This design comes from an exercise in tuning for small area, a short achievable clock period and few clock cycles per item on the open sky130 flow, not from production work. The RTL was checked by simulation tests, not by an equivalence proof against the original design.

Setup of birch:
==> module FIXUP, before the edit <==
module FIXUP (
    input [4:0] H,
    input [12:0] S,
    input [13:0] C,
    input [15:0] Nn,
    output [15:0] rc
);
    wire [18:0] r1 = {H[4], H, 13'd0} + {6'd0, S} + {5'd0, C};
    wire [18:0] r2 = {H[4], H, 13'd0} + {6'd0, S} + {5'd0, C} + {3'b000, Nn};
    assign rc = r1[18] ? r2[15:0] : r1[15:0];
endmodule
Settings: LEC_CHECK=0, ABC_AREA=1, CAP_MARGIN=20, CORE_MARGIN=2, CORE_UTILIZATION=40, PLACE_DENSITY=0.6, SLEW_MARGIN=20, SYNTH_HIERARCHICAL=1; clock period 145.0 ns.
standard.sh (not shown) runs the stock make flow with config.mk's settings and CLKGATE_MAP_FILE= SYNTH_SCRIPT=/design/flow/synth_recipe.tcl, a recipe that flattens the netlist after the stock synthesis.
==> flow/flow/run.sh <==
#!/bin/bash
# The standard layout with two changes; registers and constraints unchanged.
#  - Synthesis (hierarchical, as config.mk sets) extracts full/half adder cells
#    only in the top module RSA.  The small SRT-step and fix-up modules
#    (HSTEP, FIXUP in BRam.v) are left to ABC, which maps their short loop
#    much faster than a chain of adder cells.
#  - ORFS's repair_timing steps aim for a setup slack of 115 ns instead of 0,
#    so that sizing and buffering also work on the paths inside the design.
# ORFS's scripts are copied here so that only that one synthesis line differs.
set -euo pipefail
rm -rf scripts_sel
cp -r "$FLOW_HOME/scripts" scripts_sel
sed -i 's/^  extract_fa {\*}\[dont_use_extract_fa_args\]$/  extract_fa {*}[dont_use_extract_fa_args] RSA/' scripts_sel/synth.tcl
grep -q '^  extract_fa {\*}\[dont_use_extract_fa_args\] RSA$' scripts_sel/synth.tcl
bash standard.sh SCRIPTS_DIR="$PWD/scripts_sel" SETUP_SLACK_MARGIN=115 finish > flow_make.log 2>&1
Testbench counts of birch, summed over its fixed seeds: cycles 9,070, ops 1,200.
For maple, these inputs were changed with respect to birch:
==> flow/design.v, changed modules only <==
module FIXUP (
    input [4:0] H,
    input [12:0] S,
    input [13:0] C,
    input [15:0] Nn,
    output [15:0] rc
);
    wire [14:0] t = {2'd0, S} + {1'd0, C};
    wire [18:0] r1 = {H[4], H, 13'd0} + {4'd0, t};
    wire [18:0] r2 = r1 + {3'b000, Nn};
    assign rc = r1[18] ? r2[15:0] : r1[15:0];
endmodule
### Flow results
- Compared with birch, maple shows placeable core region lower by about 2%.
- Initial core utilization: birch vs maple, no meaningful difference
- | count of mapped cells out of synthesis | lower: maple |
- Share of final-layout standard cells stronger than drive strength 1, maple and birch: higher on birch
- Between maple and birch, synthesis-to-layout area growth is higher for maple, birch comes in under that.
- maple: post-cts gate resize count higher than birch
- In the reports for maple and birch, the larger synthesized area belongs to birch.
- Diff maple and birch: number of vias per cell higher in maple
- maple: via count is about 0.5% lower than what birch reported.
Testbench counts of maple, summed over its fixed seeds: cycles 9,070, ops 1,200.

---

Setup of delta:
Another version of the RTL of RSA (not shown whole).
Size in the first run: roughly 5700 cells after synthesis, roughly 60 flip-flops, ~0.029 mm² of cells after synthesis.
Design RSA, start of the top module:
module RSA #(
    parameter WIDTH = 16
)(
    input clk,
    input reset,
    input [WIDTH-1:0] Data,
    input [5:0] Key,
    input [WIDTH-1:0] N,
    output [WIDTH-1:0] Result,
    output Done
);
export LEC_CHECK = 0
export ABC_AREA = 1
export CAP_MARGIN = 20
export CORE_MARGIN = 2
export CORE_UTILIZATION = 40
export PLACE_DENSITY = 0.6
export SLEW_MARGIN = 20
create_clock -name core_clock -period 145.0 [get_ports {clk}]
==> flow/flow/run.sh <==
#!/bin/bash
# The standard layout, except that synthesis leaves adders to ABC instead of
# extracting full/half adder cells first (ADDER_MAP_FILE empty): ABC then sees
# whole paths and maps them much faster.  Registers are unchanged.
set -euo pipefail
bash standard.sh ADDER_MAP_FILE= finish > flow_make.log 2>&1
Testbench counts of delta, summed over its fixed seeds: cycles 9,642, ops 1,200.
Modified inputs, quartz compared to delta
--- a/flow/design.v
+++ b/flow/design.v
@@ -17,26 +17,32 @@
         Kr <= Key;
     end
     reg [15:0] R;           
     reg [2:0] j;            
     reg mul;                
     reg first;              
     reg done;
     wire [3:0] s = Nr[15] ? 4'd0 : Nr[14] ? 4'd1 : Nr[13] ? 4'd2 : Nr[12] ? 4'd3 :
                    Nr[11] ? 4'd4 : Nr[10] ? 4'd5 : Nr[9]  ? 4'd6 : Nr[8]  ? 4'd7 :
                    Nr[7]  ? 4'd8 : Nr[6]  ? 4'd9 : Nr[5]  ? 4'd10 : Nr[4] ? 4'd11 :
                    Nr[3]  ? 4'd12 : Nr[2] ? 4'd13 : Nr[1]  ? 4'd14 : 4'd15;
     wire [15:0] Nn = Nr << s;       
-    wire [15:0] Bn = R << s;        
-    wire [15:0] A = mul ? ((Kr == 6'd0) ? 16'd1 : Dr) : R;
+    wire [2:0] msb = Kr[5] ? 3'd5 : Kr[4] ? 3'd4 : Kr[3] ? 3'd3 :
+                     Kr[2] ? 3'd2 : Kr[1] ? 3'd1 : 3'd0;
+    wire skip = first & (Dr < Nr) & (Kr[5:1] != 5'd0);
+    wire me = first ? ~skip : mul;
+    wire [2:0] je = first ? (skip ? msb - 3'd1 : msb) : j;
+    wire [15:0] A = (me | first) ? ((Kr == 6'd0) ? 16'd1 : Dr) : R;
+    wire [15:0] Bsrc = first ? (skip ? Dr : 16'd1) : R;
+    wire [15:0] Bn = Bsrc << s;     
     wire [33:0] pp0 = {34{A[0]}} & ({18'd0, Bn} << 0);
     wire [33:0] pp1 = {34{A[1]}} & ({18'd0, Bn} << 1);
     wire [33:0] pp2 = {34{A[2]}} & ({18'd0, Bn} << 2);
     wire [33:0] pp3 = {34{A[3]}} & ({18'd0, Bn} << 3);
     wire [33:0] pp4 = {34{A[4]}} & ({18'd0, Bn} << 4);
     wire [33:0] pp5 = {34{A[5]}} & ({18'd0, Bn} << 5);
     wire [33:0] pp6 = {34{A[6]}} & ({18'd0, Bn} << 6);
     wire [33:0] pp7 = {34{A[7]}} & ({18'd0, Bn} << 7);
     wire [33:0] pp8 = {34{A[8]}} & ({18'd0, Bn} << 8);
     wire [33:0] pp9 = {34{A[9]}} & ({18'd0, Bn} << 9);
     wire [33:0] pp10 = {34{A[10]}} & ({18'd0, Bn} << 10);
     wire [33:0] pp11 = {34{A[11]}} & ({18'd0, Bn} << 11);
@@ -264,41 +270,44 @@
     wire [13:0] a0 = SL1[13:0];
     wire [13:0] b0 = CL1[13:0];
     wire [13:0] fs0 = a0 ^ b0 ^ d0;
     wire [13:0] fc0 = (a0 & b0) | (a0 & d0) | (b0 & d0);
     wire [4:0] dh0 = qp0 ? (n14 ? 5'b11000 : 5'b11010) : qm0 ? (n14 ? 5'b00110 : 5'b00100) : 5'd0;
     wire [4:0] H0 = {H1[3:0], 1'b0} + dh0 + {4'd0, fs0[13]} + {4'd0, fc0[12]} + {3'd0, fc0[13], 1'b0};
     wire [12:0] SL0 = {fs0[12:0]};
     wire [12:0] CL0 = {fc0[11:0], qp0};
     wire [18:0] r1 = {H0[4], H0, 13'd0} + {6'd0, SL0} + {6'd0, CL0};
     wire [18:0] r2 = {H0[4], H0, 13'd0} + {6'd0, SL0} + {6'd0, CL0} + {3'b000, Nn};
     wire [15:0] rc = r1[18] ? r2[15:0] : r1[15:0];
     wire [15:0] Rn = rc >> s;
-    wire [2:0] msb = Kr[5] ? 3'd5 : Kr[4] ? 3'd4 : Kr[3] ? 3'd3 :
-                     Kr[2] ? 3'd2 : Kr[1] ? 3'd1 : 3'd0;
-    wire [2:0] je = first ? msb : j;
     always @(posedge clk) begin
         if (reset) begin
-            R <= 16'd1;
             mul <= 1'b1;
             first <= 1'b1;
             done <= 1'b0;
             j <= 3'd0;
         end else if (!done) begin
-            R <= Rn;
             first <= 1'b0;
-            if (mul) begin
+            if (me) begin
                 if (je == 3'd0) done <= 1'b1;
                 else begin
                     j <= je - 3'd1;
                     mul <= 1'b0;
                 end
             end else begin
-                if (Kr[j]) mul <= 1'b1;
-                else if (j == 3'd0) done <= 1'b1;
-                else j <= j - 3'd1;
+                if (Kr[je]) begin
+                    mul <= 1'b1;
+                    j <= je;
+                end else if (je == 3'd0) done <= 1'b1;
+                else begin
+                    j <= je - 3'd1;
+                    mul <= 1'b0;
+                end
             end
         end
     end
+    always @(posedge clk) begin
+        if (!done) R <= Rn;
+    end
     assign Result = R;
     assign Done = done;
 endmodule
delta → quartz: area after synthesis now sits higher.
quartz against delta: critical path depth fell 1; fmax rose about 0.5%.
In quartz relative to delta, sum of routed wire length over all layers had gone up by a few percent.
Changes observed in quartz relative to delta: area fraction of clock buffers and clock inverters roughly the same, clock-buffer cell count up 1.
Testbench counts of quartz, summed over its fixed seeds: cycles 9,070, ops 1,200.

[re-timing with driven ports]
How much do the figures lean on ideal ports? The routed layouts below were timed once more, with nothing changed but the port constraints.
Step 1 (the two cells are an assumption about what drives the block):
set clk [get_ports {clk}]
set_driving_cell -lib_cell sky130_fd_sc_hd__clkbuf_16 $clk
set_driving_cell -lib_cell sky130_fd_sc_hd__buf_2 [delete_from_list [all_inputs] $clk]
Step 2 times the ports against the registers' clock, not the clock port: input delays grow and output delays shrink by t, the midpoint of the rising clock arrivals with the driver on.
a / b / c = ideal / step 1 / step 2; a / b = the first two.
run	shift t [ns]	setup slack, ns	worst register clock-pin slew, ns
birch	0.366	115.011 / 114.976 / 115.104	0.06 / 0.06
maple	0.359	115.006 / 114.968 / 115.086	0.05 / 0.05
delta	0.376	114.523 / 114.483 / 114.402	0.06 / 0.06
quartz	0.361	114.669 / 114.633 / 114.994	0.05 / 0.05
After both steps every run listed still meets setup and hold. For delta, which loses most, drivers alone change the setup slack by -0.040 ns; drivers and shift together by -0.121 ns.
